Context: an optimization exercise on an open-source flow, tuned for small area, a short achievable clock period and few clock cycles per item. The choices shown serve that exercise and are no tape-out recipe.
In this exercise RTL edits were held to simulation tests only and were not proved equivalent to the original.
Power figures rest on the tool's default switching activity, not on a simulated workload.

===== flow/flow/run.sh =====
#!/bin/bash
set -euo pipefail
rm -rf scripts
cp -r "$FLOW_HOME/scripts" scripts
cp flow/abc_area.script scripts/abc_area.script
export FLOW_FO_LIMIT=4
export POST_GLOBAL_PLACE_TCL=$PWD/flow/post_gp.tcl
BUFFER_PORTS_ARGS="-buffer_cell sky130_fd_sc_hd__buf_1" bash standard.sh SCRIPTS_DIR=$PWD/scripts finish > standard.log 2>&1

===== flow/flow/abc_area.script =====
strash
dch
map -B 0.5
topo
stime -c
buffer -c
upsize -c
dnsize -c

===== flow/flow/post_gp.tcl =====
# Upsize the input-port buffers that drive many loads from buf_1 to buf_2.
set my_fo_limit [expr {[info exists ::env(FLOW_FO_LIMIT)] ? $::env(FLOW_FO_LIMIT) : 4}]
foreach inst [get_cells input*] {
  set master [get_property $inst ref_name]
  if {$master != "sky130_fd_sc_hd__buf_1"} { continue }
  set out [get_pins -of_objects $inst -filter "direction == output"]
  set net [get_nets -of_objects $out]
  set fo [llength [get_pins -of_objects $net -filter "direction == input"]]
  if {$fo >= $my_fo_limit} {
    puts "upsizing [get_full_name $inst] (fanout $fo) to buf_2"
    replace_cell $inst sky130_fd_sc_hd__buf_2
  }
}

===== flow/standard.sh =====
#!/bin/bash
# synth_recipe.tcl (not shown) runs the flow's synth.tcl, then flattens the netlist and writes it again
# the make line also repeats each setting of config.mk as NAME=value (left out here)
make -C /OpenROAD-flow-scripts/flow DESIGN_CONFIG=/design/flow/config.mk WORK_HOME=/design/flow/orfs CLKGATE_MAP_FILE= SYNTH_SCRIPT=/design/flow/synth_recipe.tcl "${@:-finish}"

===== flow/config.mk =====
export PLATFORM = sky130hd
export DESIGN_NAME = func
export DESIGN_NICKNAME = func
export VERILOG_FILES = /design/flow/design.v
export SDC_FILE = /design/flow/constraint.sdc
export NUM_CORES = 4
export LEC_CHECK = 0
export ABC_AREA = 1
export CAP_MARGIN = 20
export CORE_AREA = 2.5 2.5 57.5 57.5
export DIE_AREA = 0 0 60 60
export SLEW_MARGIN = 20

===== flow/constraint.sdc =====
create_clock -name core_clock -period 5.0 [get_ports {clk_i}]
set_input_delay 1.0000 -clock core_clock [delete_from_list [all_inputs] [get_ports {clk_i}]]
set_output_delay 1.0000 -clock core_clock [all_outputs]
set_load 0.01 [all_outputs]

===== flow/design.v =====
`timescale 1ns / 1ps
`timescale 1ns / 1ps
`timescale 1ns / 1ps
`timescale 1ns / 1ps
`timescale 1ns / 1ps
`timescale 1ns / 1ps
module func (
        input clk_i,
        input rst_i,
        input [ 7 : 0 ] a_bi,
        input [ 7 : 0 ] b_bi,
        input start_i,
        output [ 1 : 0 ] busy_o,
        output reg [ 4 : 0 ] y_bo
    );
    wire [4:0] r;
    full u_full (.a7(a_bi[7]), .a6(a_bi[6]), .a5(a_bi[5]), .a4(a_bi[4]),
             .a3(a_bi[3]), .a2(a_bi[2]), .a1(a_bi[1]), .a0(a_bi[0]),
             .b7(b_bi[7]), .b6(b_bi[6]), .b5(b_bi[5]), .b4(b_bi[4]),
             .b3(b_bi[3]), .b2(b_bi[2]), .b1(b_bi[1]), .b0(b_bi[0]),
             .y4(r[4]), .y3(r[3]), .y2(r[2]), .y1(r[1]), .y0(r[0]));
    assign busy_o = 2'b00;
    always @(posedge clk_i) begin
        if (rst_i)
            y_bo <= 5'd0;
        else if (start_i)
            y_bo <= r;
    end
endmodule
module full ( 
    a7, a6, a5, a4, a3, a2, a1, a0, b7, b6, b5, b4, b3, b2, b1, b0,
    y4, y3, y2, y1, y0  );
  input  a7, a6, a5, a4, a3, a2, a1, a0, b7, b6, b5, b4, b3, b2, b1, b0;
  output y4, y3, y2, y1, y0;
  wire new_n22, new_n23, new_n24, new_n25, new_n26, new_n27, new_n28,
    new_n29, new_n30, new_n31, new_n32, new_n33, new_n34, new_n35, new_n36,
    new_n37, new_n38, new_n39, new_n40, new_n41, new_n42, new_n43, new_n44,
    new_n45, new_n46, new_n47, new_n48, new_n49, new_n50, new_n51, new_n52,
    new_n53, new_n54, new_n55, new_n56, new_n57, new_n58, new_n59, new_n60,
    new_n62, new_n63, new_n64, new_n66, new_n67, new_n68, new_n70, new_n71,
    new_n72, new_n73, new_n74, new_n75, new_n76, new_n77, new_n78, new_n79,
    new_n80, new_n81, new_n82, new_n83, new_n84, new_n85, new_n86, new_n87,
    new_n88, new_n89, new_n90, new_n91, new_n92, new_n93, new_n94, new_n95,
    new_n96, new_n97, new_n98, new_n99, new_n100, new_n101, new_n102,
    new_n103, new_n104, new_n105, new_n106, new_n108, new_n109, new_n110,
    new_n111, new_n112, new_n113, new_n114, new_n115, new_n116, new_n117,
    new_n118, new_n119, new_n120, new_n121, new_n122, new_n123;
  assign new_n22 = b4 & b3;
  assign new_n23 = ~b5 & ~new_n22;
  assign new_n24 = b1 & b0;
  assign new_n25 = ~b5 & ~b2;
  assign new_n26 = ~new_n24 & new_n25;
  assign new_n27 = ~new_n23 & ~new_n26;
  assign new_n28 = ~a1 & ~new_n27;
  assign new_n29 = a0 & ~new_n28;
  assign new_n30 = ~b7 & ~b6;
  assign new_n31 = ~b5 & ~b4;
  assign new_n32 = ~b3 & new_n31;
  assign new_n33 = a1 & ~new_n32;
  assign new_n34 = new_n30 & ~new_n33;
  assign new_n35 = ~new_n29 & new_n34;
  assign new_n36 = ~b1 & ~b0;
  assign new_n37 = ~b2 & new_n30;
  assign new_n38 = new_n36 & new_n37;
  assign new_n39 = new_n32 & new_n38;
  assign new_n40 = ~new_n35 & ~new_n39;
  assign new_n41 = a2 & new_n40;
  assign new_n42 = a1 & b6;
  assign new_n43 = b7 & new_n42;
  assign new_n44 = ~new_n23 & new_n43;
  assign new_n45 = b5 & b2;
  assign new_n46 = new_n22 & new_n45;
  assign new_n47 = ~new_n36 & new_n46;
  assign new_n48 = ~b7 & ~new_n47;
  assign new_n49 = a1 & a0;
  assign new_n50 = ~new_n30 & new_n49;
  assign new_n51 = ~new_n48 & new_n50;
  assign new_n52 = ~new_n44 & ~new_n51;
  assign new_n53 = ~new_n41 & new_n52;
  assign new_n54 = a3 & ~new_n53;
  assign new_n55 = a5 & a4;
  assign new_n56 = a7 & a6;
  assign new_n57 = ~a7 & a5;
  assign new_n58 = ~new_n56 & ~new_n57;
  assign new_n59 = new_n55 & ~new_n58;
  assign new_n60 = new_n54 & new_n59;
  assign y4 = a7 & new_n60;
  assign new_n62 = ~a7 & a6;
  assign new_n63 = ~new_n60 & ~new_n62;
  assign new_n64 = ~a7 & new_n63;
  assign y3 = ~y4 & ~new_n64;
  assign new_n66 = ~a6 & ~a5;
  assign new_n67 = ~a4 & new_n66;
  assign new_n68 = ~new_n54 & new_n67;
  assign y2 = new_n63 & ~new_n68;
  assign new_n70 = new_n59 & ~new_n62;
  assign new_n71 = ~new_n67 & ~new_n70;
  assign new_n72 = new_n54 & ~new_n71;
  assign new_n73 = a7 & ~a5;
  assign new_n74 = ~new_n57 & ~new_n73;
  assign new_n75 = a4 & a3;
  assign new_n76 = a2 & new_n75;
  assign new_n77 = new_n74 & new_n76;
  assign new_n78 = ~new_n52 & new_n77;
  assign new_n79 = new_n58 & ~new_n67;
  assign new_n80 = ~new_n78 & new_n79;
  assign new_n81 = ~a7 & ~a4;
  assign new_n82 = ~new_n73 & ~new_n81;
  assign new_n83 = ~new_n66 & ~new_n82;
  assign new_n84 = ~a4 & ~new_n74;
  assign new_n85 = a7 & a4;
  assign new_n86 = ~new_n84 & ~new_n85;
  assign new_n87 = ~a6 & ~new_n55;
  assign new_n88 = a6 & new_n55;
  assign new_n89 = ~new_n87 & ~new_n88;
  assign new_n90 = ~a3 & ~new_n89;
  assign new_n91 = new_n86 & new_n90;
  assign new_n92 = ~new_n83 & ~new_n91;
  assign new_n93 = a2 & ~new_n34;
  assign new_n94 = a0 & new_n44;
  assign new_n95 = ~new_n93 & ~new_n94;
  assign new_n96 = a1 & new_n27;
  assign new_n97 = ~a0 & ~new_n42;
  assign new_n98 = new_n48 & new_n97;
  assign new_n99 = ~new_n96 & new_n98;
  assign new_n100 = ~new_n95 & ~new_n99;
  assign new_n101 = ~new_n92 & ~new_n100;
  assign new_n102 = ~a4 & ~a3;
  assign new_n103 = ~a2 & new_n102;
  assign new_n104 = ~new_n40 & new_n103;
  assign new_n105 = new_n101 & new_n104;
  assign new_n106 = ~new_n80 & ~new_n105;
  assign y1 = ~new_n72 & new_n106;
  assign new_n108 = ~new_n80 & new_n104;
  assign new_n109 = a6 & new_n84;
  assign new_n110 = ~a3 & new_n83;
  assign new_n111 = ~new_n109 & ~new_n110;
  assign new_n112 = ~new_n78 & new_n111;
  assign new_n113 = ~new_n101 & new_n112;
  assign new_n114 = ~new_n72 & new_n113;
  assign new_n115 = ~new_n108 & ~new_n114;
  assign new_n116 = new_n66 & new_n85;
  assign new_n117 = ~a2 & ~a1;
  assign new_n118 = ~a0 & new_n117;
  assign new_n119 = new_n39 & new_n118;
  assign new_n120 = a3 & new_n89;
  assign new_n121 = new_n86 & ~new_n120;
  assign new_n122 = new_n119 & new_n121;
  assign new_n123 = ~new_n116 & ~new_n122;
  assign y0 = ~new_n115 & new_n123;
endmodule

==> results by group, run 1 <==
Clocking
  – Clk latency of the worst-skew pair: between 0.2 and 0.25 ns
  – Post CTS Setup Buffer Count: 0
  – CTS tree: done
  – Clock slew at reported path FFs: ~0.04 ns
  – TritonCTS Sinks: 5
  – Buffer depth of the longest clock path: 2
  – CTS resizes: 0
  – Htree depth: 1
  – Cts bufs inserted: 3
  – Cts-stage hold buffer count: 0
  – Root Driver: clkbuf_4

Logic synthesis
  – Netlist Area Pre-Place: around 610 sq um
  – Synth top cells by count: nand2_1, inv_1, nand3_1, nor2_1, a21oi_1
  – Post-synthesis sequential area ratio: approximately 16%
  – Synth area leader: nand2_1
  – Distinct cells, synth: 30
  – Syn_area_per_cell: ~6 sq um
  – Top-count cell post-synth: nand2_1
  – Yosys top cell area share: between 10% and 20%
  – Synth Register Bits: 5
  – Cell count after synthesis: 100
  – Post-synth EDFFs: 0
  – Top cells by area, synth: nand2_1, dfxtp_1, inv_1
  – Synth async-reset ratio: 0%
  – Ys Warns: 1
  – Most used DFF post-synth: dfxtp_1

GRT
  – Grt total ovfl: 0
  – Initial antenna violation count: 0
  – Largest net degree at the start of global routing: 8
  – First-pass GRT wire length: ~2700 um
  – Total global-route track usage: under 10%
  – Vias in the first global route: 680

Power
  – Sequential share of power: about a third
  – Net Sw Power: ~0.000050 W
  – Sw frac: between 30% and 40%
  – PwrDens: around 190 nW/um^2
  – Worst vdd ir: between 60 and 70 uV
  – Clock network fraction of design power: 32.9%
  – Pleak: roughly 0.35 nW
  – Internal power: 0.0000918 W
  – Gate power share: 35.8%

Route
  – DR iter-0 viols: 28
  – # DRC: 0
  – DRT antenna net count: 0
  – Routed length per instance: between 9 and 10 um
  – Detailed-router iteration count before antenna repair: 4
  – DR vias: just over 700
  – Drt via density: about 4.5
  – Total Wirelength: ~1500 um

STA
  – # setup viols final: 0
  – Clk_skew: 0 ns
  – Final Hold Fails: 0
  – Setup TNS Final: 0 ns
  – Pins Over Slew Limit: 0
  – Final critical-path required period: just under 2 ns
  – Final worst-path cycle share: 38.5%
  – Max Fclk: approximately 520 MHz
  – RSZ-0062 raised after global routing: false

Die
  – Die area: between 3000 and 4000 sq um
  – Die Wd: around 60 um
  – Initial core utilization: between 20% and 30%
  – Ports: 26
  – Core Region: around 3000 sq um
  – # rows: 20
  – Die Height: around 60 um

Placed design
  – Dpl cell area: about 740 sq um
  – DP Wirelength: between 1000 and 1500 um
  – Buffers added on ports: 23

Final layout
  – Ratio of cells with drive above 1 in the final layout: about a fifth
  – Final core occ: between 20% and 30%
  – Largest reg by FF count: y_bo
  – Nets: ~150
  – Largest registers: y_bo x5
  – P&R area growth vs syn: 25.1%
  – Fill cell count: ~330
  – Number of diodes: 0
  – Max reg flops: 5
  – Final instance area: between 700 and 800 sq um

Critical path
  – Crit-path max FO: 3
  – Crit. End Element: flop
  – CP required: 5.18 ns
  – Critical Path AT: between 2 and 2.5 ns
  – Setup crit start kind: input pin
  – Crit path kind: input pin to flop

Status
  – Status: finished clean

Run
  – Max Cap Violations: 0

Worst hold path
  – HP Class: flop to flop
[routing by layer]
metal	GRT usage [%]	wire, um	vias to the layer above
li1	-	-	391
met2	15.4	683	15
met5	0	0	-
met4	0.635	0	0
met3	3.90	77	0
met1	12.3	734	309
[critical path, stage by stage]
cell      delay, ns
buf_1          0.12
nand2_1        0.11
xnor2_1        0.28
nand2_1        0.11
a311oi_2       0.28
nand2_1        0.09
a21oi_2        0.11
[layout make-up]
type	count	area, sq um	area share [%]
multi-input cells	81	449	58.9
flip-flops and latches	5	100	13.1
repair buffers	23	96.3	12.6
inverters	13	48.8	6.40
well taps	33	41.3	5.42
clock buffers	4	26.3	3.45
[metrics by stage]
step / worst slack (ns) / hold WS (ns) / std cells / total power (W)
detailed placement: 2.84 / 0.463 / 155 / 0.0000954
floorplan: 3.10 / 0.483 / 101 / 0.0000784
global placement: 2.76 / 0.460 / 155 / 0.0000950
global route: 2.86 / 0.489 / 159 / 0.000153
finish: 3.08 / 0.474 / 159 / 0.000141
CTS: 3.09 / 0.473 / 159 / 0.000144
[kinds of logic after synthesis]
kind of cell | synth area share [%]
simple gates | 44.4
compound gates | 26.7
buf+inv | 10.5
flops | 16.4
xor+xnor | 1.44
other cells | 0.615
[worst paths after layout]
| kind | start | end | slack, ns | depth (start not counted) |
|---|---|---|---|---|
| max | a_bi[4] | y_bo[0] | 3.08 | 7 |
| min | y_bo[1] | y_bo[1] | 0.47 | 2 |
| max reg2reg | y_bo[4] | y_bo[4] | 4.41 | 2 |
| min reg2reg | y_bo[1] | y_bo[1] | 0.47 | 2 |
[cells in the final DEF (no fill, tap or decap)]
cell       n
buf_2      8
nor3_1     3
o22ai_1    2
o21ai_0    1
nand3_2    1
o21ai_2    2
nor2_1     7
nand2_1   29
nor2_2     2
nand4_2    1
nand4_1    4
a211oi_2   1
a21oi_2    1
a21boi_0   1
o31ai_2    1
nand3b_1   1
o211ai_1   2
a311oi_2   1
clkbuf_4   3
xnor2_1    1
conb_1     2
inv_1     12
buf_1     15
a31oi_1    1
o21bai_1   1
a21oi_1    6
nand2_4    1
dfxtp_1    5
a22oi_2    1
inv_2      1
clkbuf_1   1
nand3_1    7
nand2_2    1
[power by group through the flow]
stage | Combinational (W) | Sequential [W] | Clock [W]
after CTS | 0.0000507 | 0.0000443 | 0.0000485
after global placement | 0.0000499 | 0.0000451 | 0
final | 0.0000505 | 0.0000443 | 0.0000464
after global routing | 0.0000581 | 0.0000447 | 0.0000506
after detailed placement | 0.0000504 | 0.0000450 | 0
after floorplan | 0.0000322 | 0.0000462 | 0
Testbench counts, summed over its fixed seeds: cycles 2,400, items 2,400.
==> run 2, diff against run 1 <==
--- a/flow/config.mk
+++ b/flow/config.mk
@@ -9,4 +9,5 @@
 export CAP_MARGIN = 20
 export CORE_AREA = 2.5 2.5 57.5 57.5
 export DIE_AREA = 0 0 60 60
+export GPL_TIMING_DRIVEN = 1
 export SLEW_MARGIN = 20
==> run 2 against run 1 <==
Synthesized area did not move. Largest cell class unchanged. Cell count did not move. Non-clock buffer count did not move.
==> results by group, run 2 <==
Power
  – Gate power share: 35.8% (about the same)
  – Clock network fraction of design power: 32.9% (about the same)
  – Sequential share of power: 31.4% (about the same)
  – Net Sw Power: 0.0000495 W (unchanged)
  – Internal power: 0.0000918 W (unchanged)
  – Pleak: 0.346 nW (unchanged)
  – Sw frac: 35.0% (unchanged)
  – Worst vdd ir: 63.8 uV (unchanged)
  – PwrDens: 185 nW/um^2 (unchanged)

Logic synthesis
  – Synth area leader: nand2_1
  – Distinct cells, synth: 30 (unchanged)
  – Netlist Area Pre-Place: 609 sq um (unchanged)
  – Cell count after synthesis: 100 (unchanged)
  – Post-synthesis sequential area ratio: 16.4% (unchanged)
  – Top cells by area, synth: nand2_1, dfxtp_1, inv_1
  – Syn_area_per_cell: 6.09 sq um (unchanged)
  – Ys Warns: 1 (unchanged)
  – Synth Register Bits: 5 (unchanged)
  – Synth async-reset ratio: 0% (unchanged)
  – Top-count cell post-synth: nand2_1
  – Most used DFF post-synth: dfxtp_1
  – Yosys top cell area share: 17.9% (unchanged)
  – Synth top cells by count: nand2_1, inv_1, nand3_1, nor2_1, a21oi_1
  – Post-synth EDFFs: 0 (unchanged)

GRT
  – Grt total ovfl: 0 (unchanged)
  – Total global-route track usage: 9.49% (unchanged)
  – First-pass GRT wire length: 2700 um (unchanged)
  – Met1 Use GR: 12.3% (unchanged)
  – Met3 Usage GRT: 3.90% (unchanged)
  – Largest net degree at the start of global routing: 8 (unchanged)
  – Most Crowded Layer GR: met2
  – Met2 Usage GRT: 15.4% (unchanged)
  – Initial antenna violation count: 0 (unchanged)
  – Vias in the first global route: 680 (unchanged)

Run
  – Max Cap Violations: 0 (unchanged)

STA
  – Setup WS post-layout: 3.08 ns (unchanged)
  – Final worst-path cycle share: 38.5% (unchanged)
  – Clk_skew: 0 ns (unchanged)
  – # setup viols final: 0 (unchanged)
  – Final critical-path required period: 1.92 ns (unchanged)
  – RSZ-0062 raised after global routing: false
  – Final Hold Fails: 0 (unchanged)
  – Pins Over Slew Limit: 0 (unchanged)
  – Max Fclk: 520 MHz (unchanged)
  – Setup TNS Final: 0 ns (unchanged)

Critical path
  – Crit. End Element: flop
  – Max incr delay on CP: 0.28 ns (about the same)
  – Setup crit start kind: input pin
  – CP required: 5.18 ns (about the same)
  – Most used cell, CP: nand2_1
  – Critical Path AT: 2.10 ns (about the same)
  – CP cell instances: buf_1, nand2_1, xnor2_1, nand2_1, a311oi_2, nand2_1, a21oi_2
  – WP buf/inv: 1 (unchanged)
  – Crit-path max FO: 3 (unchanged)
  – Crit path max-delay family: compound AO/OA/AOI/OAI gates
  – Slowest CP cell: xnor2_1
  – Crit path kind: input pin to flop

Final layout
  – Most common cell after layout, fill and taps aside: nand2_1
  – Max reg flops: 5 (unchanged)
  – Ratio of cells with drive above 1 in the final layout: 19.8% (unchanged)
  – Largest registers: y_bo x5
  – Nets: 146 (unchanged)
  – Number of diodes: 0 (unchanged)
  – Most frequent cells in the layout: nand2_1, buf_1, inv_1
  – P&R area growth vs syn: 25.1% (unchanged)
  – Fill cell count: 334 (unchanged)
  – Final std cells w/o fill: 159 (unchanged)
  – Largest reg by FF count: y_bo

Route
  – Total Wirelength: 1500 um (unchanged)
  – Routed length per instance: 9.41 um (unchanged)
  – # DRC: 0 (unchanged)
  – Detailed-router iteration count before antenna repair: 4 (unchanged)
  – DR iter-0 viols: 28 (unchanged)
  – Drt via density: 4.50 (unchanged)
  – DR vias: 715 (unchanged)
  – DRT antenna net count: 0 (unchanged)

Placed design
  – Buffers added on ports: 23 (unchanged)
  – Post-place setup slack: 2.84 ns (unchanged)
  – DP Wirelength: 1260 um (unchanged)
  – Placed insts: 155 (unchanged)

Clocking
  – TritonCTS Sinks: 5 (unchanged)
  – Htree depth: 1 (unchanged)
  – CTS resizes: 0 (unchanged)
  – Post CTS Setup Buffer Count: 0 (unchanged)
  – CTS tree: done
  – Cts-stage hold buffer count: 0 (unchanged)
  – Root Driver: clkbuf_4
  – Clock slew at reported path FFs: 0.04 ns (about the same)
  – Clk latency of the worst-skew pair: 0.24 ns (about the same)
  – Buffer depth of the longest clock path: 2 (unchanged)
  – Cts bufs inserted: 3 (unchanged)

Worst hold path
  – HP Class: flop to flop

Die
  – Ports: 26 (unchanged)
  – Die Wd: 60 um (unchanged)
  – Die Height: 60 um (unchanged)
  – # rows: 20 (unchanged)
  – Core Region: 2980 sq um (unchanged)
  – Die area: 3600 sq um (unchanged)
  – Initial core utilization: 20.5% (unchanged)

Status
  – Status: finished clean
run 2: cell counts after synthesis:
No cell type changed its count.
run 2: metrics by stage:
stage | hold WS [ns] | power [W] | utilization [%] | area, sq um
finish | 0.474 | 0.000141 | 25.6 | 762
global route | 0.489 | 0.000153 | 25.6 | 762
CTS | 0.473 | 0.000144 | 25.6 | 762
detailed placement | 0.463 | 0.0000954 | 24.7 | 736
global placement | 0.460 | 0.0000950 | 24.4 | 726
floorplan | 0.483 | 0.0000784 | - | 613
run 2: routing by layer:
layer  vias to the layer above  wire (um)
met5                         -          0
li1                        391          -
met3                         0         77
met4                         0          0
met2                        15        683
met1                       309        734
run 2: area by class of cell:
class | instances | area (sq um) | area share, %
well taps | 33 | 41.3 | 5.42
multi-input cells | 81 | 449 | 58.9
inverters | 13 | 48.8 | 6.40
flip-flops and latches | 5 | 100 | 13.1
repair buffers | 23 | 96.3 | 12.6
clock buffers | 4 | 26.3 | 3.45
run 2: power by group through the flow:
stage           clock, W  combinational, W  sequential, W
2_1_floorplan          0         0.0000322      0.0000462
3_3_place_gp           0         0.0000499      0.0000451
3_5_place_dp           0         0.0000504      0.0000450
4_1_cts        0.0000485         0.0000507      0.0000443
5_1_grt        0.0000506         0.0000581      0.0000447
6_report       0.0000464         0.0000505      0.0000443
run 2: worst paths after layout:
kind	startpoint	endpoint	slack, ns	depth (start not counted)
worst max-delay path	a_bi[4]	y_bo[0]	3.08	7
worst min-delay path	y_bo[1]	y_bo[1]	0.47	2
worst min register to register	y_bo[1]	y_bo[1]	0.47	2
worst max register to register	y_bo[4]	y_bo[4]	4.41	2
run 2: worst reg2reg max path, stage by stage, from the launching register on:
cell and delay, ns:
dfxtp_1 0.33, nor2_1 0.04, nor3_1 0.14
run 2: logic make-up (layout without fill, tap and decap cells):
logic type | Yosys count | count (layout) | share of synthesized area, %
AND/OR/NAND/NOR | 57 | 57 | 44.4
flip-flops | 5 | 5 | 16.4
buffers and inverters | 15 | 40 | 10.5
AO/OA/AOI/OAI | 21 | 21 | 26.7
XOR/XNOR | 1 | 1 | 1.44
other | 1 | 2 | 0.615
==> run 3, diff against run 2 <==
==> flow/flow/abc_area.script (replaced) <==
strash
dch
map -B 0.6
topo
stime -c
upsize -c
dnsize -c
--- a/flow/config.mk
+++ b/flow/config.mk
@@ -9,5 +9,4 @@
 export CAP_MARGIN = 20
 export CORE_AREA = 2.5 2.5 57.5 57.5
 export DIE_AREA = 0 0 60 60
-export GPL_TIMING_DRIVEN = 1
 export SLEW_MARGIN = 20
==> run 3 against run 2 <==
Design area fell by 0.49%. Global-route usage decreased by 0.31 points. First-iteration DRC count fell by 50%. Maximum frequency rose by 0.39%. Wire length rose by 1.7%. Flip-flop and latch count stayed put. Sequential share of layout area rose by 0.065 points. Critical endpoint is now y_bo[3]. Largest cell class unchanged. Largest power group unchanged. Highest routed layer unchanged.
==> results by group, run 3 <==
Status
  – Status: finished clean

Logic synthesis
  – Ys Warns: 1 (unchanged)
  – Synth Register Bits: 5 (unchanged)
  – Yosys top cell area share: 22.4% (+4.5 points)
  – Synth top cells by count: nand2_1, clkinv_1, nand3_1, nor2_1
  – Post-synthesis sequential area ratio: 16.6% (+0.14 points)
  – Top-count cell post-synth: nand2_1
  – Netlist Area Pre-Place: 604 sq um (-0.82%)
  – Post-synth EDFFs: 0 (unchanged)
  – Top cells by area, synth: nand2_1, dfxtp_1, nand3_1
  – Most used DFF post-synth: dfxtp_1
  – Synth area leader: nand2_1
  – Cell count after synthesis: 107 (+7.0%)
  – Synth async-reset ratio: 0% (unchanged)
  – Distinct cells, synth: 27 (-10%)
  – Syn_area_per_cell: 5.65 sq um (-7.3%)

GRT
  – Vias in the first global route: 663 (-2.5%)
  – Initial antenna violation count: 0 (unchanged)
  – Grt total ovfl: 0 (unchanged)
  – Largest net degree at the start of global routing: 7 (-1)
  – Total global-route track usage: 9.18% (-0.31 points)
  – First-pass GRT wire length: 2600 um (-3.6%)

Placed design
  – DP Wirelength: 1300 um (+3.2%)
  – Post-place setup slack: 2.85 ns (+0.00391 ns)
  – Buffers added on ports: 23 (unchanged)

Clocking
  – Cts-stage hold buffer count: 0 (unchanged)
  – Htree depth: 1 (unchanged)
  – Buffer depth of the longest clock path: 2 (unchanged)
  – CTS resizes: 0 (unchanged)
  – TritonCTS Sinks: 5 (unchanged)
  – Clk latency of the worst-skew pair: 0.24 ns (about the same)
  – Cts bufs inserted: 3 (unchanged)
  – Clock slew at reported path FFs: 0.04 ns (about the same)
  – Post CTS Setup Buffer Count: 0 (unchanged)
  – Root Driver: clkbuf_4
  – CTS tree: done

Route
  – Routed length per instance: 9.16 um (-2.6%)
  – DR vias: 764 (+6.9%)
  – Total Wirelength: 1520 um (+1.7%)
  – Drt via density: 4.60 (+2.3%)
  – DRT antenna net count: 0 (unchanged)
  – Detailed-router iteration count before antenna repair: 4 (unchanged)
  – DR iter-0 viols: 14 (-50%)
  – # DRC: 0 (unchanged)

Final layout
  – Ratio of cells with drive above 1 in the final layout: 21.1% (+1.2 points)
  – Nets: 153 (+4.8%)
  – Most frequent cells in the layout: nand2_1, buf_1, buf_2
  – Most common cell after layout, fill and taps aside: nand2_1
  – Largest registers: y_bo x5
  – Max reg flops: 5 (unchanged)
  – Largest reg by FF count: y_bo
  – Fill cell count: 355 (+6.3%)
  – P&R area growth vs syn: 25.5%
  – Final core occ: 25.5% (-0.13 points)
  – Number of diodes: 0 (unchanged)

Power
  – PwrDens: 184 nW/um^2 (-0.72%)
  – Total power draw: 0.000140 W (-1.2%)
  – Worst vdd ir: 67.2 uV (+5.4%)
  – Pleak: 0.314 nW (-9.2%)

Run
  – Max Cap Violations: 0 (unchanged)

STA
  – Pins Over Slew Limit: 0 (unchanged)
  – # setup viols final: 0 (unchanged)
  – Final worst-path cycle share: 38.3% (-0.15 points)
  – Clk_skew: 0 ns (unchanged)
  – Final critical-path required period: 1.92 ns (-0.00744 ns)
  – Max Fclk: 522 MHz (+0.39%)
  – RSZ-0062 raised after global routing: false
  – Setup WS post-layout: 3.08 ns (+0.00744 ns)
  – Setup TNS Final: 0 ns (unchanged)
  – Final Hold Fails: 0 (unchanged)

Critical path
  – Setup crit start kind: input pin
  – Crit. End Element: flop
  – CP cell instances: buf_1, nor2_4, inv_2, nor2_2, nand4_2, nand3_2, nand2_2, a31oi_1, nand2_1, a21oi_2
  – Crit-path max FO: 4 (+1)
  – Max incr delay on CP: 0.17 ns (-0.11 ns)
  – Flop-to-flop setup slack: 4.38 ns (-0.03 ns)
  – CP required: 5.17 ns (about the same)
  – Slowest CP cell: a31oi_1
  – Critical Path AT: 2.09 ns (about the same)
  – Crit path kind: input pin to flop

Worst hold path
  – HP Class: flop to flop

Die
  – Core Region: 2980 sq um (unchanged)
  – Die Wd: 60 um (unchanged)
  – Die area: 3600 sq um (unchanged)
  – Ports: 26 (unchanged)
  – # rows: 20 (unchanged)
  – Die Height: 60 um (unchanged)
  – Initial core utilization: 20.3% (-0.17 points)
-- run 3: cell count changes after synthesis, moves of 2 or more --
| cell | before | now |
|---|---|---|
| inv_2 | 1 | 5 |
| o21ai_2 | 2 | 0 |
| nor3_1 | 3 | 5 |
| o21ai_1 | 0 | 3 |
| inv_1 | 12 | 1 |
| nand2_1 | 29 | 36 |
| clkinv_1 | 0 | 8 |
-- run 3: cells by family (layout without fill, tap and decap cells) --
family | Yosys count | count (layout) | synth area share, %
simple gates | 67 | 67 | 51.6
compound gates | 17 | 17 | 18.6
buf+inv | 16 | 41 | 11.2
flops | 5 | 5 | 16.6
other cells | 1 | 2 | 0.621
xor+xnor | 1 | 1 | 1.45
-- run 3: area by class of cell --
type | instances | area (sq um) | share of cell area (%)
Clock buffer | 4 | 26.3 | 3.47
Inverter | 14 | 52.6 | 6.93
Multi-Input combinational cell | 87 | 440 | 58.1
Sequential cell | 5 | 100 | 13.2
Tap cell | 33 | 41.3 | 5.45
Timing Repair Buffer | 23 | 97.6 | 12.9
-- run 3: where the power goes --
part	internal, W	leakage, nW	switching [W]
combinational	0.0000179	0.258	0.0000319
sequential	0.0000429	0.0413	0.00000136
clock	0.0000301	0.0150	0.0000154
total	0.0000909	0.314	0.0000486
-- run 3: metal layers --
layer / GRT usage [%] / wire (um) / share of wire [%]
met5: 0 / 0 / 0
met4: 0 / 0 / 0
met3: 3.25 / 96 / 6.3
met2: 16.0 / 738 / 49
met1: 11.5 / 687 / 45
-- run 3: per-stage QoR --
stage | instances | hold WS (ns) | cell area [sq um]
floorplan | 108 | 0.484 | 608
global placement | 162 | 0.456 | 721
detailed placement | 162 | 0.458 | 732
CTS | 166 | 0.466 | 758
global route | 166 | 0.477 | 758
finish | 166 | 0.463 | 758
-- run 3: worst max-delay path, delay by kind of cell --
kind | cells | cell delay, ns
AO/OA/AOI/OAI | 2 | 0.28
buffers and inverters | 2 | 0.18
AND/OR/NAND/NOR | 6 | 0.64
-- run 3: final timing paths --
check,startpoint,endpoint,cells after the start
max,b_bi[7],y_bo[3],10
min,y_bo[2],y_bo[2],2
max reg2reg,y_bo[4],y_bo[4],2
min reg2reg,y_bo[2],y_bo[2],2
==> run 4, diff against run 3 <==
==> flow/flow/run.sh (replaced) <==
#!/bin/bash
set -euo pipefail
rm -rf scripts
cp -r "$FLOW_HOME/scripts" scripts
cp flow/abc_area.script scripts/abc_area.script
export FLOW_FO_LIMIT=4
export SKIP_REPAIR_TIE_FANOUT=1
export POST_GLOBAL_PLACE_TCL=$PWD/flow/post_gp.tcl
BUFFER_PORTS_ARGS="-buffer_cell sky130_fd_sc_hd__buf_1" bash standard.sh SCRIPTS_DIR=$PWD/scripts finish > standard.log 2>&1
==> run 4 against run 3 <==
Design area decreased by 0.49%. Maximum frequency is 0.29% higher. Sequential share of layout area grew 0.066 points. Die area is the same. Via count is 3.9% lower. First-iteration DRC count grew 64%. Register-to-register slack improved by 0.02 ns. Combinational power down 1%. Core utilization decreased by 0.13 points. Largest cell class unchanged.
==> results by group, run 4 <==
Clocking
  – Clock slew at reported path FFs: 0.04 ns (about the same)
  – CTS resizes: 0 (unchanged)
  – Htree depth: 1 (unchanged)
  – Cts-stage hold buffer count: 0 (unchanged)
  – Post CTS Setup Buffer Count: 0 (unchanged)
  – CTS tree: done
  – Cts bufs inserted: 3 (unchanged)
  – Clk latency of the worst-skew pair: 0.24 ns (about the same)
  – TritonCTS Sinks: 5 (unchanged)
  – Buffer depth of the longest clock path: 2 (unchanged)
  – Root Driver: clkbuf_4

Route
  – Routed length per instance: 8.98 um (-2.0%)
  – Detailed-router iteration count before antenna repair: 6 (+2)
  – DR iter-0 viols: 23 (+9)
  – DR vias: 734 (-3.9%)
  – # DRC: 0 (unchanged)
  – DRT antenna net count: 0 (unchanged)
  – Drt via density: 4.45 (-3.3%)
  – Total Wirelength: 1480 um (-2.6%)

Logic synthesis
  – Post-synth EDFFs: 0 (unchanged)
  – Post-synthesis sequential area ratio: 16.6% (unchanged)
  – Distinct cells, synth: 27 (unchanged)
  – Synth Register Bits: 5 (unchanged)
  – Synth async-reset ratio: 0% (unchanged)
  – Top-count cell post-synth: nand2_1
  – Netlist Area Pre-Place: 604 sq um (unchanged)
  – Syn_area_per_cell: 5.65 sq um (unchanged)
  – Ys Warns: 1 (unchanged)
  – Synth top cells by count: nand2_1, clkinv_1, nand3_1, nor2_1
  – Synth area leader: nand2_1
  – Top cells by area, synth: nand2_1, dfxtp_1, nand3_1
  – Most used DFF post-synth: dfxtp_1
  – Cell count after synthesis: 107 (unchanged)
  – Yosys top cell area share: 22.4% (unchanged)

Final layout
  – Ratio of cells with drive above 1 in the final layout: 21.2% (+0.16 points)
  – Multi-input gate area: 437 sq um (-0.85%)
  – Most common cell after layout, fill and taps aside: nand2_1
  – Largest registers: y_bo x5
  – Largest reg by FF count: y_bo
  – Seq. cell area: 100 sq um (unchanged)
  – Nets: 152 (-0.65%)
  – P&R area growth vs syn: 24.8%
  – Max reg flops: 5 (unchanged)
  – Final core occ: 25.3% (-0.13 points)
  – Number of diodes: 0 (unchanged)
  – Fill cell count: 339 (-4.5%)
  – Most frequent cells in the layout: nand2_1, buf_1, buf_2
  – Final std cells w/o fill: 165 (-0.60%)

GRT
  – Initial antenna violation count: 0 (unchanged)
  – First-pass GRT wire length: 2560 um (-1.6%)
  – Vias in the first global route: 654 (-1.4%)
  – Grt total ovfl: 0 (unchanged)
  – Largest net degree at the start of global routing: 7 (unchanged)
  – Total global-route track usage: 8.77% (-0.41 points)

Status
  – Status: finished clean

Die
  – Die Wd: 60 um (unchanged)
  – Ports: 26 (unchanged)
  – # rows: 20 (unchanged)
  – Die area: 3600 sq um (unchanged)
  – Core Region: 2980 sq um (unchanged)
  – Die Height: 60 um (unchanged)
  – Initial core utilization: 20.3% (unchanged)

STA
  – Final Hold Fails: 0 (unchanged)
  – Final worst-path cycle share: 38.2% (-0.11 points)
  – Max Fclk: 524 MHz (+0.29%)
  – Clk_skew: 0 ns (unchanged)
  – # setup viols final: 0 (unchanged)
  – RSZ-0062 raised after global routing: false
  – Pins Over Slew Limit: 0 (unchanged)
  – Final critical-path required period: 1.91 ns (-0.00546 ns)
  – Setup TNS Final: 0 ns (unchanged)

Worst hold path
  – HP Class: flop to flop
  – Worst hold stages: 2 (unchanged)

Critical path
  – R2R depth: 2 (unchanged)
  – Crit. End Element: flop
  – Crit-path max FO: 4 (unchanged)
  – Most used cell, CP: nand2_1
  – CP required: 5.18 ns (about the same)
  – Crit path max-delay family: simple AND/OR/NAND/NOR gates
  – CP Depth: 10 (unchanged)
  – Setup crit start kind: input pin
  – Max incr delay on CP: 0.17 ns (about the same)
  – WP buf/inv: 1 (-1)
  – CP cell instances: buf_2, nor2_2, nand2_1, nand2_1, nand4_1, nand3_2, nand2_2, a31oi_1, nand2_1, a21oi_2
  – Crit path kind: input pin to flop
  – Critical Path AT: 2.09 ns (about the same)
  – Slowest CP cell: a31oi_1

Placed design
  – DP Wirelength: 1270 um (-2.6%)
  – Placed insts: 161 (-0.62%)
  – Buffers added on ports: 23 (unchanged)

Power
  – Pleak: 0.311 nW (-1.0%)
  – PwrDens: 185 nW/um^2 (+0.60%)
  – Worst vdd ir: 48.8 uV (-27%)
  – Total power draw: 0.000140 W (+0.10%)

Run
  – Max Cap Violations: 0 (unchanged)
==> run 4: stage by stage <==
| step | setup slack, ns | area [sq um] | hold WS, ns |
|---|---|---|---|
| global placement | 2.80 | 717 | 0.456 |
| CTS | 3.08 | 754 | 0.465 |
| finish | 3.09 | 754 | 0.462 |
| floorplan | 3.09 | 604 | 0.484 |
| detailed placement | 2.83 | 728 | 0.458 |
| global route | 2.92 | 754 | 0.477 |
==> run 4: cells by family (layout without fill, tap and decap cells) <==
logic type	Yosys count	after routing	share of synthesized area [%]
buffers and inverters	16	41	11.2
XOR/XNOR	1	1	1.45
AO/OA/AOI/OAI	17	17	18.6
other	1	1	0.621
flip-flops	5	5	16.6
AND/OR/NAND/NOR	67	67	51.6
==> run 4: worst paths after layout <==
check            end  slack [ns]    start
max          y_bo[3]        3.09  b_bi[5]
min          y_bo[1]        0.46  y_bo[1]
min reg2reg  y_bo[1]        0.46  y_bo[1]
max reg2reg  y_bo[3]        4.40  y_bo[3]
==> run 4: layout make-up <==
class	count	area share, %
clock buffer	4	3.48
sequential	5	13.3
multi-input combinational	86	57.9
tap	33	5.47
inverter	14	6.97
timing repair buffer	23	12.9
==> run 4: layer usage <==
metal	wire length [um]	GRT usage [%]	vias up
li1	-	-	404
met1	717	11.6	313
met2	702	14.9	17
met3	61	1.73	0
met4	0	1.27	0
met5	0	0	-
==> run 4: where the power goes <==
group / internal (W) / total, W / switching, W
Combinational: 0.0000179 / 0.0000493 / 0.0000313
Clock: 0.0000301 / 0.0000461 / 0.0000160
Sequential: 0.0000429 / 0.0000443 / 0.00000145
Total: 0.0000909 / 0.000140 / 0.0000488
==> run 4: worst reg2reg max path, delay by kind of cell (launching register included) <==
kind | cells | cell delay, ns
DFF | 1 | 0.34
and+or+nand+nor | 1 | 0.08
AOI/OAI and AO/OA | 1 | 0.12
==> run 5, diff against run 4 <==
--- a/flow/config.mk
+++ b/flow/config.mk
@@ -9,4 +9,5 @@
 export CAP_MARGIN = 20
 export CORE_AREA = 2.5 2.5 57.5 57.5
 export DIE_AREA = 0 0 60 60
+export PLACE_DENSITY = 0.45
 export SLEW_MARGIN = 20
==> run 5 against run 4 <==
Still clean. First-iteration DRC count down 30%. Flip-flop and latch count unchanged. Clock-buffer cell count unchanged. Wire length up 12%. Clock power up 2%. Combinational power up 2%. Sequential share of layout area unchanged. Maximum frequency down 2.2%. Critical endpoint unchanged. Largest cell class unchanged.
==> results by group, run 5 <==
Clocking
  – Htree depth: 1 (unchanged)
  – Cts bufs inserted: 3 (unchanged)
  – Post CTS Setup Buffer Count: 0 (unchanged)
  – Root Driver: clkbuf_4
  – Clk latency of the worst-skew pair: 0.24 ns (about the same)
  – Clock slew at reported path FFs: 0.04 ns (about the same)
  – CTS tree: done
  – CTS resizes: 0 (unchanged)
  – TritonCTS Sinks: 5 (unchanged)
  – Buffer depth of the longest clock path: 2 (unchanged)
  – Cts-stage hold buffer count: 0 (unchanged)

Logic synthesis
  – Adder-cell area share of the yosys netlist: 0% (unchanged)
  – Syn_area_per_cell: 5.65 sq um (unchanged)
  – Post-synth EDFFs: 0 (unchanged)
  – Simple-gate portion of the synthesized area: 51.6% (unchanged)
  – Synth top cells by count: nand2_1, clkinv_1, nand3_1, nor2_1
  – Yosys top cell area share: 22.4% (unchanged)
  – Synth Area in Compound Gates: 18.6% (unchanged)
  – Synth Register Bits: 5 (unchanged)
  – Netlist Area Pre-Place: 604 sq um (unchanged)
  – Most used DFF post-synth: dfxtp_1
  – Synth area leader: nand2_1
  – Distinct cells, synth: 27 (unchanged)
  – Mux share of post-synthesis cell area: 0% (unchanged)
  – Post-synthesis sequential area ratio: 16.6% (unchanged)
  – Ys Warns: 1 (unchanged)
  – Main combinational cell family by area after synthesis: simple AND/OR/NAND/NOR gates
  – Top cells by area, synth: nand2_1, dfxtp_1, nand3_1
  – Synth async-reset ratio: 0% (unchanged)
  – XOR/XNOR Fraction of Synth Area: 1.45% (unchanged)
  – Top-count cell post-synth: nand2_1
  – Cell count after synthesis: 107 (unchanged)

Route
  – DR iter-0 viols: 16 (-30%)
  – # DRC: 0 (unchanged)
  – Drt via density: 4.72 (+6.1%)
  – Routed length per instance: 10.1 um (+12%)
  – Total Wirelength: 1660 um (+12%)
  – DRT antenna net count: 0 (unchanged)
  – Detailed-router iteration count before antenna repair: 4 (-2)
  – DR vias: 779 (+6.1%)

Die
  – Die Wd: 60 um (unchanged)
  – # rows: 20 (unchanged)
  – Die Height: 60 um (unchanged)
  – Initial core utilization: 20.3% (unchanged)
  – Ports: 26 (unchanged)
  – Die area: 3600 sq um (unchanged)
  – Core Region: 2980 sq um (unchanged)

STA
  – Clk_skew: 0 ns (unchanged)
  – Setup TNS Final: 0 ns (unchanged)
  – Final worst-path cycle share: 39.1% (+0.86 points)
  – RSZ-0062 raised after global routing: false
  – Pins Over Slew Limit: 0 (unchanged)
  – # setup viols final: 0 (unchanged)
  – Final critical-path required period: 1.95 ns (+0.0429 ns)
  – Final Hold Fails: 0 (unchanged)
  – WHS: 0.467 ns (+0.00422 ns)
  – Max Fclk: 512 MHz (-2.2%)

Critical path
  – Crit path kind: input pin to flop
  – Crit-path max FO: 4 (unchanged)
  – Crit. End Element: flop
  – Flop-to-flop setup slack: 4.42 ns (+0.02 ns)
  – CP required: 5.18 ns (about the same)
  – Critical Path AT: 2.13 ns (+0.04 ns)
  – Setup crit start kind: input pin

GRT
  – Vias in the first global route: 700 (+7.0%)
  – Total global-route track usage: 9.57% (+0.80 points)
  – Largest net degree at the start of global routing: 7 (unchanged)
  – Initial antenna violation count: 0 (unchanged)
  – First-pass GRT wire length: 2730 um (+6.8%)
  – Grt total ovfl: 0 (unchanged)

Final layout
  – P&R area growth vs syn: 24.8% (unchanged)
  – Largest reg by FF count: y_bo
  – Nets: 152 (unchanged)
  – Final core occ: 25.3% (unchanged)
  – Most frequent cells in the layout: nand2_1, buf_1, buf_2
  – Largest registers: y_bo x5
  – Final instance area: 754 sq um (unchanged)
  – Fill cell count: 340 (+0.29%)
  – Number of diodes: 0 (unchanged)
  – Ratio of cells with drive above 1 in the final layout: 21.2% (unchanged)
  – Most common cell after layout, fill and taps aside: nand2_1
  – Max reg flops: 5 (unchanged)

Power
  – Pleak: 0.311 nW (unchanged)
  – Worst vdd ir: 73.0 uV (+49%)
  – PwrDens: 188 nW/um^2 (+1.4%)

Placed design
  – Dpl cell area: 728 sq um (unchanged)
  – DP Wirelength: 1420 um (+12%)
  – Buffers added on ports: 23 (unchanged)

Run
  – Max Cap Violations: 0 (unchanged)

Status
  – Status: finished clean

Worst hold path
  – HP Class: flop to flop
run 5: cell counts in the layout (fill, tap and decap cells not counted):
Identical to the previous run, type by type.
run 5: through the flow:
stage                     worst slack (ns)  instances  power (W)
after global routing                  2.90        165   0.000152
final                                 3.05        165   0.000142
after global placement                2.82        161  0.0000934
after floorplan                       3.09        107  0.0000769
after CTS                             3.04        165   0.000144
after detailed placement              2.79        161  0.0000954
run 5: final cells by class:
type | instances | area [sq um] | area share [%]
Clock buffer | 4 | 26.3 | 3.48
Inverter | 14 | 52.6 | 6.97
Multi-Input combinational cell | 86 | 437 | 57.9
Sequential cell | 5 | 100 | 13.3
Tap cell | 33 | 41.3 | 5.47
Timing Repair Buffer | 23 | 97.6 | 12.9
run 5: cell families after synthesis:
group,Yosys count
AO/OA/AOI/OAI,17
XOR/XNOR,1
buffers and inverters,16
flip-flops,5
other,1
AND/OR/NAND/NOR,67
run 5: per-layer routing:
layer | track usage (%) | routed length, um
met5 | 0 | 0
met4 | 0 | 0
met3 | 1.95 | 63
met2 | 18.2 | 858
met1 | 11.7 | 742
run 5: critical path, cell delays in order:
cell	delay [ns]
buf_1	0.13
nor2_4	0.16
inv_2	0.04
nor2_2	0.08
nand4_2	0.12
nand3_2	0.11
nand2_2	0.08
a31oi_1	0.20
nand2_1	0.10
a21oi_2	0.11
run 5: final timing paths:
kind | start | end | depth (start not counted)
worst min register to register | y_bo[1] | y_bo[1] | 2
worst max-delay path | b_bi[7] | y_bo[3] | 10
worst max register to register | y_bo[4] | y_bo[4] | 2
worst min-delay path | y_bo[1] | y_bo[1] | 2
run 5: power by group:
part	switching [W]	internal (W)	leakage, nW	total (W)
clock network	0.0000169	0.0000302	0.0150	0.0000471
registers	0.00000136	0.0000429	0.0413	0.0000442
logic	0.0000324	0.0000179	0.254	0.0000503
==> run 6, diff against run 5 <==
--- a/flow/config.mk
+++ b/flow/config.mk
@@ -9,5 +9,5 @@
 export CAP_MARGIN = 20
 export CORE_AREA = 2.5 2.5 57.5 57.5
 export DIE_AREA = 0 0 60 60
-export PLACE_DENSITY = 0.45
+export PLACE_DENSITY = 0.75
 export SLEW_MARGIN = 20
==> run 6 against run 5 <==
Die area is the same. Register-to-register slack worse by 0.06 ns. Still clean on timing, DRC and antenna. Hold slack better by 0.0056 ns. Critical path depth is the same. Via count down 3.7%. Synthesized cell count unchanged. Highest routed layer is now met4. Largest power group unchanged. Flip-flop and latch count unchanged. First-iteration DRC count decreased by 56%. Clock power down 2%. Global-route usage shrank 0.35 points. Worst setup slack improved by 0.032 ns. Non-clock buffer count unchanged.
==> results by group, run 6 <==
Clocking
  – Cts-stage hold buffer count: 0 (unchanged)
  – Clock slew at reported path FFs: 0.04 ns (about the same)
  – Buffer depth of the longest clock path: 2 (unchanged)
  – Htree depth: 1 (unchanged)
  – Cts bufs inserted: 3 (unchanged)
  – TritonCTS Sinks: 5 (unchanged)
  – Post CTS Setup Buffer Count: 0 (unchanged)
  – CTS tree: done
  – Clk latency of the worst-skew pair: 0.24 ns (about the same)
  – Root Driver: clkbuf_4
  – CTS resizes: 0 (unchanged)

Logic synthesis
  – Top-count cell post-synth: nand2_1
  – Netlist Area Pre-Place: 604 sq um (unchanged)
  – Ys Warns: 1 (unchanged)
  – Post-synth EDFFs: 0 (unchanged)
  – Most used DFF post-synth: dfxtp_1
  – Synth top cells by count: nand2_1, clkinv_1, nand3_1, nor2_1
  – Syn_area_per_cell: 5.65 sq um (unchanged)
  – Top cells by area, synth: nand2_1, dfxtp_1, nand3_1
  – Synth Register Bits: 5 (unchanged)
  – Synth async-reset ratio: 0% (unchanged)
  – Post-synthesis sequential area ratio: 16.6% (unchanged)
  – Distinct cells, synth: 27 (unchanged)
  – Cell count after synthesis: 107 (unchanged)
  – Synth area leader: nand2_1
  – Yosys top cell area share: 22.4% (unchanged)

Die
  – Die Wd: 60 um (unchanged)
  – Die Height: 60 um (unchanged)
  – Ports: 26 (unchanged)
  – Initial core utilization: 20.3% (unchanged)
  – # rows: 20 (unchanged)
  – Die area: 3600 sq um (unchanged)
  – Core Region: 2980 sq um (unchanged)

STA
  – Pins Over Slew Limit: 0 (unchanged)
  – Final worst-path cycle share: 38.4% (-0.63 points)
  – Max Fclk: 520 MHz (+1.6%)
  – Setup WS post-layout: 3.08 ns (+0.0317 ns)
  – Final Hold Fails: 0 (unchanged)
  – Clk_skew: 0 ns (unchanged)
  – RSZ-0062 raised after global routing: false
  – Setup TNS Final: 0 ns (unchanged)
  – # setup viols final: 0 (unchanged)
  – Final critical-path required period: 1.92 ns (-0.0317 ns)

Final layout
  – Seq. cell area: 100 sq um (unchanged)
  – Max reg flops: 5 (unchanged)
  – Largest registers: y_bo x5
  – Multi-input gate area: 437 sq um (unchanged)
  – Nets: 152 (unchanged)
  – Most frequent cells in the layout: nand2_1, buf_1, buf_2
  – Largest reg by FF count: y_bo
  – Most common cell after layout, fill and taps aside: nand2_1
  – P&R area growth vs syn: 24.8% (unchanged)
  – Number of diodes: 0 (unchanged)
  – Fill cell count: 342 (+0.59%)
  – Ratio of cells with drive above 1 in the final layout: 21.2% (unchanged)

Route
  – Drt via density: 4.55 (-3.7%)
  – DR iter-0 viols: 7 (-9)
  – DRT antenna net count: 0 (unchanged)
  – Total Wirelength: 1510 um (-9.4%)
  – Detailed-router iteration count before antenna repair: 4 (unchanged)
  – Routed length per instance: 9.14 um (-9.4%)
  – DR vias: 750 (-3.7%)
  – # DRC: 0 (unchanged)

Worst hold path
  – HP Start: y_bo[2]
  – Hold path endpoint: y_bo[2]
  – HP Class: flop to flop
  – Worst hold stages: 2 (unchanged)

GRT
  – Grt total ovfl: 0 (unchanged)
  – Largest net degree at the start of global routing: 7 (unchanged)
  – Met2 Usage GRT: 15.1% (-3.1 points)
  – Initial antenna violation count: 0 (unchanged)
  – First-pass GRT wire length: 2620 um (-4.0%)
  – Most Crowded Layer GR: met2
  – Met1 Use GR: 11.6% (-0.10 points)
  – Total global-route track usage: 9.23% (-0.35 points)
  – Vias in the first global route: 706 (+0.86%)
  – Met3 Usage GRT: 1.52% (-0.43 points)

Critical path
  – R2R Path Start: y_bo[4]
  – Setup crit start kind: input pin
  – Crit path kind: input pin to flop
  – R2R depth: 2 (unchanged)
  – Crit-path max FO: 4 (unchanged)
  – Crit. End Element: flop
  – Critical Path AT: 2.10 ns (-0.03 ns)
  – Flop-to-flop setup slack: 4.36 ns (-0.06 ns)
  – CP required: 5.18 ns (about the same)
  – R2r endpoint: y_bo[4]

Power
  – PwrDens: 186 nW/um^2 (-1.1%)
  – Pleak: 0.311 nW (unchanged)
  – Worst vdd ir: 39.3 uV (-46%)

Placed design
  – Buffers added on ports: 23 (unchanged)
  – DP Wirelength: 1290 um (-8.6%)
  – Post-place setup slack: 2.83 ns (+0.0358 ns)

Run
  – Max Cap Violations: 0 (unchanged)

Status
  – Status: finished clean
## run 6: critical path: stages
cell	delay (ns)
buf_1	0.12
nor2_4	0.15
inv_2	0.04
nor2_2	0.08
nand4_2	0.11
nand3_2	0.10
nand2_2	0.07
a31oi_1	0.19
nand2_1	0.10
a21oi_2	0.11
## run 6: cell type report
type	instances	area share, %
multi-input combinational	86	57.9
sequential	5	13.3
clock buffer	4	3.48
tap	33	5.47
timing repair buffer	23	12.9
inverter	14	6.97
## run 6: logic make-up after synthesis
logic type	synth area share, %
other	0.621
AO/OA/AOI/OAI	18.6
XOR/XNOR	1.45
buffers and inverters	11.2
flip-flops	16.6
AND/OR/NAND/NOR	51.6
## run 6: stage by stage
step                      std cells  utilization (%)  power [W]  hold WS, ns  instance area, sq um
final                           165             25.3   0.000140        0.472                   754
after global routing            165             25.3   0.000154        0.507                   754
after CTS                       165             25.3   0.000142        0.472                   754
after detailed placement        161             24.5  0.0000945        0.464                   728
after global placement          161             24.1  0.0000933        0.459                   717
after floorplan                 107                -  0.0000769        0.484                   604
## run 6: worst max-delay path by stage
stage	from	endpoint	cells after the start
after global routing	b_bi[0]	y_bo[0]	14
after floorplan	b_bi[0]	y_bo[3]	11
after CTS	b_bi[0]	y_bo[3]	12
after global placement	a_bi[7]	y_bo[0]	12
after detailed placement	b_bi[7]	y_bo[3]	10
final	b_bi[7]	y_bo[3]	10
## run 6: power breakdown
part	switching, W	internal (W)	leakage (nW)	total (W)
Clock	0.0000161	0.0000301	0.0150	0.0000463
Sequential	0.00000158	0.0000429	0.0413	0.0000445
Combinational	0.0000315	0.0000179	0.254	0.0000494
Total	0.0000492	0.0000910	0.311	0.000140
## run 6: routing by layer
| metal | part of all wire (%) | up-vias |
|---|---|---|
| met2 | 48 | 11 |
| li1 | - | 405 |
| met1 | 48 | 332 |
| met5 | 0 | - |
| met3 | 3.2 | 2 |
| met4 | 0.80 | 0 |
==> run 7, diff against run 6 <==
==> flow/flow/run.sh (replaced) <==
#!/bin/bash
set -euo pipefail
rm -rf scripts
cp -r "$FLOW_HOME/scripts" scripts
cp flow/abc_area.script scripts/abc_area.script
export FLOW_FO_LIMIT=5

export POST_GLOBAL_PLACE_TCL=$PWD/flow/post_gp.tcl
BUFFER_PORTS_ARGS="-buffer_cell sky130_fd_sc_hd__buf_1" bash standard.sh SCRIPTS_DIR=$PWD/scripts finish > standard.log 2>&1
--- a/flow/config.mk
+++ b/flow/config.mk
@@ -9,5 +9,4 @@
 export CAP_MARGIN = 20
 export CORE_AREA = 2.5 2.5 57.5 57.5
 export DIE_AREA = 0 0 60 60
-export PLACE_DENSITY = 0.75
 export SLEW_MARGIN = 20
==> run 7 against run 6 <==
Sequential power hardly changed. Combinational power barely moved. Clock power rose by 2%. Cell count grew 0.61%. Sequential share of layout area barely moved. Hold slack got worse by 0.0067 ns. Via count grew 1.9%. First-iteration DRC count rose to 5.9 times the previous value. Synthesized cell count is the same. Critical endpoint is now y_bo[0]. Core utilization fell by 0.084 points. Clock-buffer cell count unchanged. Die area unchanged.
==> results by group, run 7 <==
GRT
  – Largest net degree at the start of global routing: 7 (unchanged)
  – Initial antenna violation count: 0 (unchanged)
  – Grt total ovfl: 0 (unchanged)
  – Met2 Usage GRT: 15.5% (+0.47 points)
  – Total global-route track usage: 9.13% (-0.097 points)
  – Met1 Use GR: 12.2% (+0.62 points)
  – Vias in the first global route: 659 (-6.7%)
  – First-pass GRT wire length: 2650 um (+1.0%)
  – Most Crowded Layer GR: met2
  – Met3 Usage GRT: 1.95% (+0.43 points)

Power
  – Sequential share of power: 31.5% (-0.2 points)
  – Sw frac: 35.9% (+0.78 points)
  – Internal power: 0.0000904 W (-0.64%)
  – Worst vdd ir: 50.4 uV (+28%)
  – Pleak: 0.300 nW (-3.4%)
  – Clock network fraction of design power: 33.5% (+0.5 points)
  – Net Sw Power: 0.0000505 W (+2.8%)
  – PwrDens: 187 nW/um^2 (+0.90%)
  – Gate power share: 35.0% (-0.2 points)
  – Total power draw: 0.000141 W (+0.57%)

Critical path
  – R2r endpoint: y_bo[4]
  – Critical Path AT: 2.10 ns (about the same)
  – R2R Path Start: y_bo[4]
  – Setup crit start kind: input pin
  – Crit-path max FO: 6 (+2)
  – Crit. End Element: flop
  – R2R depth: 2 (unchanged)
  – Flop-to-flop setup slack: 4.37 ns (about the same)
  – Crit path kind: input pin to flop
  – CP required: 5.13 ns (-0.05 ns)

STA
  – # setup viols final: 0 (unchanged)
  – Clk_skew: 0 ns (unchanged)
  – Final worst-path cycle share: 39.3% (+0.84 points)
  – Final Hold Fails: 0 (unchanged)
  – Max Fclk: 509 MHz (-2.1%)
  – RSZ-0062 raised after global routing: false
  – Pins Over Slew Limit: 0 (unchanged)
  – Setup WS post-layout: 3.04 ns (-0.0421 ns)
  – Setup TNS Final: 0 ns (unchanged)
  – Final critical-path required period: 1.96 ns (+0.0421 ns)

Logic synthesis
  – Synth async-reset ratio: 0% (unchanged)
  – Cell count after synthesis: 107 (unchanged)
  – Ys Warns: 1 (unchanged)
  – Synth area leader: nand2_1
  – Syn_area_per_cell: 5.65 sq um (unchanged)
  – Most used DFF post-synth: dfxtp_1
  – Top cells by area, synth: nand2_1, dfxtp_1, nand3_1
  – Post-synthesis sequential area ratio: 16.6% (unchanged)
  – Post-synth EDFFs: 0 (unchanged)
  – Synth Register Bits: 5 (unchanged)
  – Synth top cells by count: nand2_1, clkinv_1, nand3_1, nor2_1
  – Top-count cell post-synth: nand2_1
  – Yosys top cell area share: 22.4% (unchanged)
  – Netlist Area Pre-Place: 604 sq um (unchanged)
  – Distinct cells, synth: 27 (unchanged)

Clocking
  – TritonCTS Sinks: 5 (unchanged)
  – Htree depth: 1 (unchanged)
  – Cts-stage hold buffer count: 0 (unchanged)
  – Clk latency of the worst-skew pair: 0.24 ns (about the same)
  – Cts bufs inserted: 3 (unchanged)
  – CTS resizes: 0 (unchanged)
  – Root Driver: clkbuf_4
  – Clock slew at reported path FFs: 0.04 ns (about the same)
  – CTS tree: done
  – Buffer depth of the longest clock path: 2 (unchanged)
  – Post CTS Setup Buffer Count: 0 (unchanged)

Route
  – DR iter-0 viols: 41 (+34)
  – Detailed-router iteration count before antenna repair: 4 (unchanged)
  – Drt via density: 4.60 (+1.3%)
  – # DRC: 0 (unchanged)
  – DRT antenna net count: 0 (unchanged)
  – Total Wirelength: 1580 um (+4.5%)
  – Routed length per instance: 9.49 um (+3.9%)
  – DR vias: 764 (+1.9%)

Final layout
  – Max reg flops: 5 (unchanged)
  – Final std cells w/o fill: 166 (+0.61%)
  – Most frequent cells in the layout: nand2_1, buf_1, clkinv_1
  – Ratio of cells with drive above 1 in the final layout: 17.3% (-3.9 points)
  – P&R area growth vs syn: 24.4%
  – Nets: 153 (+0.66%)
  – Largest reg by FF count: y_bo
  – Number of diodes: 0 (unchanged)
  – Largest registers: y_bo x5
  – Most common cell after layout, fill and taps aside: nand2_1

Worst hold path
  – HP Class: flop to flop
  – Hold path endpoint: y_bo[2]
  – Worst hold stages: 2 (unchanged)
  – HP Start: y_bo[2]

Die
  – # rows: 20 (unchanged)
  – Die Wd: 60 um (unchanged)
  – Die area: 3600 sq um (unchanged)
  – Ports: 26 (unchanged)
  – Core Region: 2980 sq um (unchanged)
  – Initial core utilization: 20.3% (unchanged)
  – Die Height: 60 um (unchanged)

Placed design
  – Placed insts: 162 (+0.62%)
  – Post-place setup slack: 2.81 ns (-0.0181 ns)
  – DP Wirelength: 1310 um (+1.5%)
  – Buffers added on ports: 23 (unchanged)

Run
  – Max Cap Violations: 0 (unchanged)

Status
  – Status: finished clean
==> run 7: cell counts after synthesis <==
Identical to the previous run, type by type.
==> run 7: cell type report <==
class | count | area [sq um]
inverter | 14 | 52.6
clock buffer | 4 | 26.3
sequential | 5 | 100
multi-input combinational | 87 | 440
tap | 33 | 41.3
timing repair buffer | 23 | 91.3
fill | 347 | 2230
==> run 7: worst max path at each step <==
stage	startpoint	endpoint	slack, ns	cells after the start
2_1_floorplan	b_bi[0]	y_bo[3]	3.09	11
3_3_place_gp	a_bi[7]	y_bo[0]	2.77	12
3_5_place_dp	a_bi[7]	y_bo[0]	2.81	12
4_1_cts	a_bi[7]	y_bo[0]	3.07	12
5_1_grt	b_bi[5]	y_bo[0]	2.88	14
6_report	a_bi[7]	y_bo[0]	3.04	12
==> run 7: power groups by stage <==
stage / Clock (W) / Combinational [W] / Sequential (W)
floorplan: 0 / 0.0000306 / 0.0000463
global placement: 0 / 0.0000489 / 0.0000451
detailed placement: 0 / 0.0000488 / 0.0000452
CTS: 0.0000493 / 0.0000491 / 0.0000444
global route: 0.0000539 / 0.0000560 / 0.0000446
finish: 0.0000472 / 0.0000493 / 0.0000444
==> run 7: cell families after synthesis <==
logic type | Yosys count | synth area share, %
compound gates | 17 | 18.6
xor+xnor | 1 | 1.45
buf+inv | 16 | 11.2
flops | 5 | 16.6
other cells | 1 | 0.621
simple gates | 67 | 51.6
==> run 7: through the flow <==
step	util (%)	hold slack, ns	area [sq um]
2_1_floorplan	-	0.484	608
3_3_place_gp	24.2	0.456	721
3_5_place_dp	24.4	0.458	726
4_1_cts	25.3	0.466	752
5_1_grt	25.3	0.479	752
6_report	25.3	0.465	752
==> run 7: critical path: stages <==
cell and delay, ns:
buf_1 0.17, inv_2 0.10, nand2_2 0.10, o21ai_1 0.09
nor2_1 0.19, nand2_1 0.07, nand2_1 0.06, nand2_1 0.06
nand3_1 0.07, nand2_1 0.05, nand2_1 0.06, a21oi_2 0.05
==> run 7: routing by layer <==
layer / vias up / wire length [um]
met5: - / 0
met4: 0 / 0
met3: 0 / 83
li1: 403 / -
met2: 20 / 735
met1: 341 / 757
==> run 8, diff against run 7 <==
==> flow/flow/run.sh (replaced) <==
#!/bin/bash
set -euo pipefail
rm -rf scripts
cp -r "$FLOW_HOME/scripts" scripts
cp flow/abc_area.script scripts/abc_area.script
export FLOW_FO_LIMIT=4
export POST_GLOBAL_PLACE_TCL=$PWD/flow/post_gp.tcl
BUFFER_PORTS_ARGS="-buffer_cell sky130_fd_sc_hd__buf_1" bash standard.sh SCRIPTS_DIR=$PWD/scripts finish > standard.log 2>&1
==> flow/flow/abc_area.script (replaced) <==
strash
dch
map -B 0.5
topo
stime -c
buffer -c
upsize -c
dnsize -c
--- a/flow/config.mk
+++ b/flow/config.mk
@@ -8,5 +8,8 @@
 export ABC_AREA = 1
 export CAP_MARGIN = 20
 export CORE_AREA = 2.5 2.5 57.5 57.5
+export CTS_BUF_LIST = sky130_fd_sc_hd__clkbuf_1 sky130_fd_sc_hd__clkbuf_2
+export CTS_CLUSTER_DIAMETER = 100
+export CTS_CLUSTER_SIZE = 10
 export DIE_AREA = 0 0 60 60
 export SLEW_MARGIN = 20
==> run 8 against run 7 <==
Via count decreased by 6.4%. Sequential power hardly changed. Wire length shrank 5.4%. Flip-flop and latch count unchanged. Synthesized cell count decreased by 6.5%. Global-route usage is 0.31 points higher. Clock skew unchanged. Largest power group unchanged.
==> results by group, run 8 <==
Critical path
  – Crit. End Element: flop
  – Max incr delay on CP: 0.28 ns (+0.09 ns)
  – Slowest CP cell: xnor2_1
  – Setup crit start kind: input pin
  – CP required: 5.15 ns (+0.02 ns)
  – R2r endpoint: y_bo[2]
  – Critical path capture point: y_bo[0]
  – Crit path launch: a_bi[4]
  – Flop-to-flop setup slack: 4.41 ns (+0.04 ns)
  – R2R depth: 2 (unchanged)

Status
  – Status: finished clean

Logic synthesis
  – Distinct cells, synth: 30 (+11%)
  – Top-count cell post-synth: nand2_1
  – Post-synth EDFFs: 0 (unchanged)
  – Synth top cells by count: nand2_1, inv_1, nand3_1, nor2_1, a21oi_1
  – Post-synthesis sequential area ratio: 16.4% (-0.14 points)
  – Synth area leader: nand2_1
  – Synth async-reset ratio: 0% (unchanged)
  – Netlist Area Pre-Place: 609 sq um (+0.83%)
  – Yosys top cell area share: 17.9% (-4.5 points)
  – Most used DFF post-synth: dfxtp_1

Final layout
  – Final instance area: 754 sq um (+0.33%)
  – Ratio of cells with drive above 1 in the final layout: 19.8% (+2.5 points)
  – Final std cells w/o fill: 159 (-4.2%)
  – Nets: 146 (-4.6%)
  – Largest registers: y_bo x5

STA
  – Clk_skew: 0 ns (unchanged)
  – Final worst-path cycle share: 38.9% (-0.33 points)

Route
  – DR iter-0 viols: 26 (-37%)
  – Wire length on met1: 736 um (-2.8%)
  – DRT antenna net count: 0 (unchanged)
  – Total Wirelength: 1490 um (-5.4%)
  – Met3 wire len: 77 um (-7.2%)
  – DR top layer: met3

GRT
  – Grt total ovfl: 0 (unchanged)
  – First-pass GRT wire length: 2680 um (+1.3%)

Clocking
  – Buffer depth of the longest clock path: 2 (unchanged)
  – Root Driver: clkbuf_2
  – CTS tree: done
  – Cts-stage hold buffer count: 0 (unchanged)
  – Clk latency of the worst-skew pair: 0.21 ns (-0.03 ns)
  – Cts bufs inserted: 3 (unchanged)
  – TritonCTS Sinks: 5 (unchanged)
  – Htree depth: 1 (unchanged)

Die
  – Initial core utilization: 20.5% (+0.17 points)
  – # rows: 20 (unchanged)

Placed design
  – Buffers added on ports: 23 (unchanged)

Run
  – Max Cap Violations: 0 (unchanged)

Power
  – PwrDens: 173 nW/um^2 (-7.8%)
-- run 8: changes by cell type after synthesis, sizes merged, moves of 2 or more --
| cell | before | now |
|---|---|---|
| inv | 6 | 13 |
| clkinv | 8 | 0 |
| nor3 | 5 | 3 |
| nand2 | 38 | 31 |
| nor2 | 11 | 9 |
-- run 8: logic make-up after synthesis --
kind of cell | after synthesis | synth area share (%)
XOR/XNOR | 1 | 1.44
other | 1 | 0.615
buffers and inverters | 15 | 10.5
AO/OA/AOI/OAI | 21 | 26.7
AND/OR/NAND/NOR | 57 | 44.4
flip-flops | 5 | 16.4
-- run 8: area by class of cell --
| cell class | instances | area (sq um) |
|---|---|---|
| fillers | 337 | 2220 |
| flip-flops and latches | 5 | 100 |
| clock buffers | 4 | 18.8 |
| well taps | 33 | 41.3 |
| multi-input cells | 81 | 449 |
| inverters | 13 | 48.8 |
| repair buffers | 23 | 96.3 |
-- run 8: how the worst min path moves through the flow --
stage,startpoint,cells after the start,end
6_report,y_bo[1],2,y_bo[1]
5_1_grt,y_bo[3],2,y_bo[3]
3_5_place_dp,y_bo[3],2,y_bo[3]
4_1_cts,y_bo[3],2,y_bo[3]
3_3_place_gp,y_bo[1],2,y_bo[1]
2_1_floorplan,y_bo[1],2,y_bo[1]
-- run 8: routing by layer --
layer	track usage, %	vias to the layer above
met2	15.2	15
met4	0.635	0
met5	0	-
li1	-	391
met1	12.3	309
met3	3.90	0
-- run 8: critical path, delay by kind of cell --
kind	cells	cell delay, ns
compound gates	2	0.39
xor+xnor	1	0.28
buf+inv	1	0.12
simple gates	3	0.31
-- run 8: where the power goes --
| group | total [W] | internal, W | switching, W |
|---|---|---|---|
| logic | 0.0000505 | 0.0000187 | 0.0000318 |
| registers | 0.0000442 | 0.0000427 | 0.00000147 |
| clock network | 0.0000357 | 0.0000193 | 0.0000164 |
-- run 8: stage by stage --
step | util (%) | hold WS, ns | total power (W) | setup slack, ns
6_report | 25.3 | 0.475 | 0.000130 | 3.05
5_1_grt | 25.3 | 0.491 | 0.000142 | 2.85
2_1_floorplan | - | 0.483 | 0.0000784 | 3.10
3_3_place_gp | 24.4 | 0.460 | 0.0000950 | 2.76
4_1_cts | 25.3 | 0.475 | 0.000132 | 3.07
3_5_place_dp | 24.7 | 0.463 | 0.0000954 | 2.84

Check on run 8: ideal ports give 3.053 ns setup slack; a clkbuf_16 on the clock port and buf_2 on the inputs give 3.040 ns; moving port delays by the midpoint clock arrival (0.231 ns) as well gives 2.809 ns.
